From an optimization exercise on the open Yosys and OpenROAD flow, aimed at small area, a short achievable clock period and few clock cycles per item; shortcuts taken in it are not production practice. Only simulation tests tie the RTL to the original design; equivalence was not proved. Power and IR drop assume default switching activity.

## job 3312
Design barnsley, start of the top module:
module barnsley #(
    parameter FP_WIDTH = 25,
    parameter FP_INT = 5
    ) (
    input  wire clk,
    input  wire reset,
    output wire [19:0] iter_max,
    input  wire iter_change,
    output reg  done,
    output wire complete,
    output wire signed [FP_WIDTH-1:0] xn,
    output reg  signed [FP_WIDTH-1:0] yn
    );
For scale: roughly 3700 cells after synthesis, roughly 140 flip-flops, ~75 I/O pins, about 0.037 sq mm of cells after synthesis.
clock: 15.0 ns
lec_check: 0
cap_margin: 50
core_margin: 2
core_utilization: 40
slew_margin: 75
synth_hierarchical: 1
standard.sh (not shown) runs the stock make flow with config.mk's settings and CLKGATE_MAP_FILE= SYNTH_SCRIPT=/design/flow/synth_recipe.tcl, a recipe that flattens the netlist after the stock synthesis.
==> flow/flow/run.sh <==
#!/bin/bash
set -e
cp standard.sh standard.sh.txt
export SETUP_SLACK_MARGIN=8
bash standard.sh > standard.log 2>&1
Testbench counts of job 3312, summed over its fixed seeds: cycles 80,000, points 80,000.
Changes in job 7449 relative to job 3312:
==> flow/flow/run.sh <==
#!/bin/bash
set -e
cp standard.sh standard.sh.txt
export SETUP_SLACK_MARGIN=10
bash standard.sh > standard.log 2>&1
- Summary of job 7449 over job 3312: register-to-register slack now larger; overall power of the completed layout went up by about 7%.
- Multi-input combinational cell area for job 7449: about 6% up relative to job 3312
- Job 7449: hold slack 0.029 ns above job 3312
- Number of antenna repair diodes is lower on job 3312
- Diff job 3312 -> job 7449 | global-route usage | increase of 1.9 points
- Relative to job 3312, worst-case clock skew increased by 0.024 ns in job 7449.
The inputs of job 2083 differ from those of job 7449 as listed below.
Settings: CAP_MARGIN now 35, was 50; SLEW_MARGIN now 60, was 75.
==> flow/run.sh (new file) <==
#!/bin/bash
# synth_recipe.tcl (not shown) runs the flow's synth.tcl, then flattens the netlist and writes it again
# the make line also repeats each setting of config.mk as NAME=value (left out here)
make -C /OpenROAD-flow-scripts/flow DESIGN_CONFIG=/design/flow/config.mk WORK_HOME=/design/flow/orfs CLKGATE_MAP_FILE= SYNTH_SCRIPT=/design/flow/synth_recipe.tcl finish
removed: flow/flow/run.sh
removed: flow/standard.sh
Notes after the runs:
Minimum clock period, job 2083 and job 7449: lower on job 7449. Per-cell via count in the routed design ends up higher on job 7449. Sequential share of cell area up 0.83 points in job 2083 wrt job 7449. Comparing job 2083 and job 7449, the higher final worst-path cycle share is on job 2083. Job 2083 against job 7449: total placed instance area shows a reduction of 0.0015 sq mm; average footprint of a synthesized cell has remained practically unchanged; cell count -240. On depth of the most critical reg-to-reg path: between job 2083 and job 7449, it ends up lower for job 2083. Job 2083 against job 7449: worst setup slack after layout -1.21 ns, clock power now larger.
Input changes introduced in job 6414 (baseline for comparison: job 2083):
Settings: changing SLEW_MARGIN from 60 to 75; changing CAP_MARGIN from 35 to 50.
Findings:
Delta (job 6414 minus job 2083): global router's overall resource usage ~0 delta; design internal power -0.047 mW; combinational power ~0 delta; post-route clock period utilization -2.3 points; signed area change from the synthesized netlist to the final layout +2.7 points.
Measured against each other, job 2083 and job 6414 differ in utilization, the higher figure coming from job 6414.
Minimum setup slack in the final design for job 6414 is higher than for job 2083.

---

barnsley, a different RTL version from the one above (not shown whole).
Size in the first run: about 120 flip-flops, about 75 I/O pins, ~35000 µm² of cells after synthesis.
clock: 15.0 ns
lec_check: 0
cap_margin: 20
core_margin: 2
core_utilization: 40
slew_margin: 20
synth_hierarchical: 1
==> flow/flow/run.sh <==
#!/bin/bash
set -e
cp standard.sh standard.sh.txt
export SETUP_SLACK_MARGIN=8.5
bash standard.sh > standard.log 2>&1
Testbench counts at the start, summed over its fixed seeds: cycles 80,000, points 80,000.
Then changed:
==> flow/flow/run.sh (replaced) <==
#!/bin/bash
set -e
cp standard.sh standard.sh.txt
export SETUP_SLACK_MARGIN=9
bash standard.sh > standard.log 2>&1
Settings changed: CAP_MARGIN 20 to 50, SLEW_MARGIN 20 to 75.
The changed run produced a clean layout. Synthesized area is unchanged. Worst setup slack improved by 0.31 ns. Total power is lower by 1.1%.
Then changed:
Settings changed: CAP_MARGIN 50 to 20, SLEW_MARGIN 75 to 20.
=> Final area came out lower by 2.7%. Clock power grows by about 5%. Combinational power goes down by about 8%.
Then changed:
==> flow/flow/run.sh (replaced) <==
#!/bin/bash
set -e
cp standard.sh standard.sh.txt
export SETUP_SLACK_MARGIN=10
bash standard.sh > standard.log 2>&1
Settings changed: CAP_MARGIN 20 to 50, SLEW_MARGIN 20 to 75.
The new run finished clean. Clock skew is higher by 0.011 ns. Routed wire length is higher by 2.7%. Critical path depth is lower by 1. Count of clock-buffer cells in the layout stays the same.
Then changed:
==> flow/flow/run.sh (replaced) <==
#!/bin/bash
set -e
cp standard.sh standard.sh.txt
export SETUP_SLACK_MARGIN=9
bash standard.sh > standard.log 2>&1
Settings changed: CAP_MARGIN 50 to 20, CORE_UTILIZATION 40 to 30, SLEW_MARGIN 75 to 20.
The changed run finished with timing, DRC and antenna clean.
Final cell count climbs by 5.3%.
Synthesized area is unchanged.
Setup slack gets better by 0.060 ns.
Register-to-register slack gets better by 0.06 ns.
Power drops by 1.4%.
Then changed:
Settings changed: CORE_UTILIZATION 30 to 40, PLACE_DENSITY from default to 0.7.
Outcome:
- The new run completed without violations
- wire length went down by 3.2%
- total power hardly moves
- sequential power barely changes
- via count is higher by 1.5%
- area after synthesis does not change
- synthesized cell count is unchanged
- core utilization is higher by 11 points
- clock power is lower by about 3%
- non-clock buffer count rises by 9

---

main:
RTL: one of the versions met above, not the one the previous note started from.
For scale: ~3,700 cells after synthesis, about 140 flip-flops, ~0.037 sq mm of cells after synthesis.
clock: 15.0 ns
lec_check: 0
cap_margin: 50
core_margin: 2
core_utilization: 40
slew_margin: 75
synth_hierarchical: 1
==> flow/flow/run.sh <==
#!/bin/bash
set -e
cp standard.sh standard.sh.txt
export SETUP_SLACK_MARGIN=9
bash standard.sh > standard.log 2>&1
main reached the final stage; the timing, DRC and antenna checks on its layout passed.
Testbench counts of main, summed over its fixed seeds: cycles 80,000, points 80,000.
Inputs modified between main and the feature branch:
# main
export LEC_CHECK = 0
export CAP_MARGIN = 50
export CORE_MARGIN = 2
export CORE_UTILIZATION = 40
export SLEW_MARGIN = 75
export SYNTH_HIERARCHICAL = 1
create_clock -name core_clock -period 15.0 [get_ports {clk}]
# the feature branch
export LEC_CHECK = 0
export CAP_MARGIN = 20
export CORE_MARGIN = 2
export CORE_UTILIZATION = 40
export SLEW_MARGIN = 20
export SYNTH_HIERARCHICAL = 1
create_clock -name core_clock -period 15.0 [get_ports {clk}]
## What came out
The feature branch finished end to end and its layout was clean on timing, DRC and antenna.
NOTE routed metal-1 wire length main->the feature branch decreased slightly
sky130_fd_sc_hd__o211ai_1 as the slowest cell on the critical path was reported by the feature branch, and sky130_fd_sc_hd__fa_2 by main.
main -> the feature branch: die area delta 0, exact match
Between main and the feature branch, the global-route wire length before repair figures differ only marginally.
Global-route usage | the feature branch above main
Final cell count: lower on the feature branch
First-pass detailed-route iteration total ended up 2 higher on the feature branch than on main.
Lower via count among main and the feature branch: the feature branch
Re sequential cell count: no difference whatsoever between the feature branch and main.

[re-timing with driven ports]
Ports are ideal in the flow. The routed layouts listed here were re-timed in OpenROAD.
Step 1: set_driving_cell puts a clkbuf_16 on clk and a buf_2 on each other input, an assumption about the parent block.
Step 2 moves the port delays by t, midway between the first and last clock arrival at a register: inputs arrive t later, outputs are due t later. That takes back most of the time a late clock gives input paths.
a / b / c = ideal / step 1 / step 2; a / b = the first two.
run | t (ns) | setup WS [ns] | worst setup path after step 2
job 3312 | 0.556 | 8.114 / 8.114 / 8.114 | register to register
job 7449 | 0.581 | 8.672 / 8.672 / 8.672 | register to register
job 2083 | 0.559 | 7.465 / 7.465 / 7.465 | register to register
job 6414 | 0.558 | 7.811 / 7.811 / 7.811 | register to register
the first run of note 2 | 0.542 | 8.522 / 8.522 / 8.522 | register to register
the second run of note 2 | 0.538 | 8.827 / 8.827 / 8.692 | input to register
the third run of note 2 | 0.536 | 8.854 / 8.854 / 8.666 | input to register
the fourth run of note 2 | 0.543 | 8.855 / 8.855 / 8.855 | register to register
the fifth run of note 2 | 0.529 | 8.915 / 8.915 / 8.840 | input to register
the sixth run of note 2 | 0.542 | 8.848 / 8.848 / 8.728 | input to register
main | 0.579 | 8.586 / 8.586 / 8.586 | register to register
the feature branch | 0.583 | 8.530 / 8.530 / 8.530 | register to register
After both steps setup and hold are still met in every run listed. The setup slack of the third run of note 2, which loses most, moves by 0.000 ns with the drivers and by -0.188 ns with both steps.
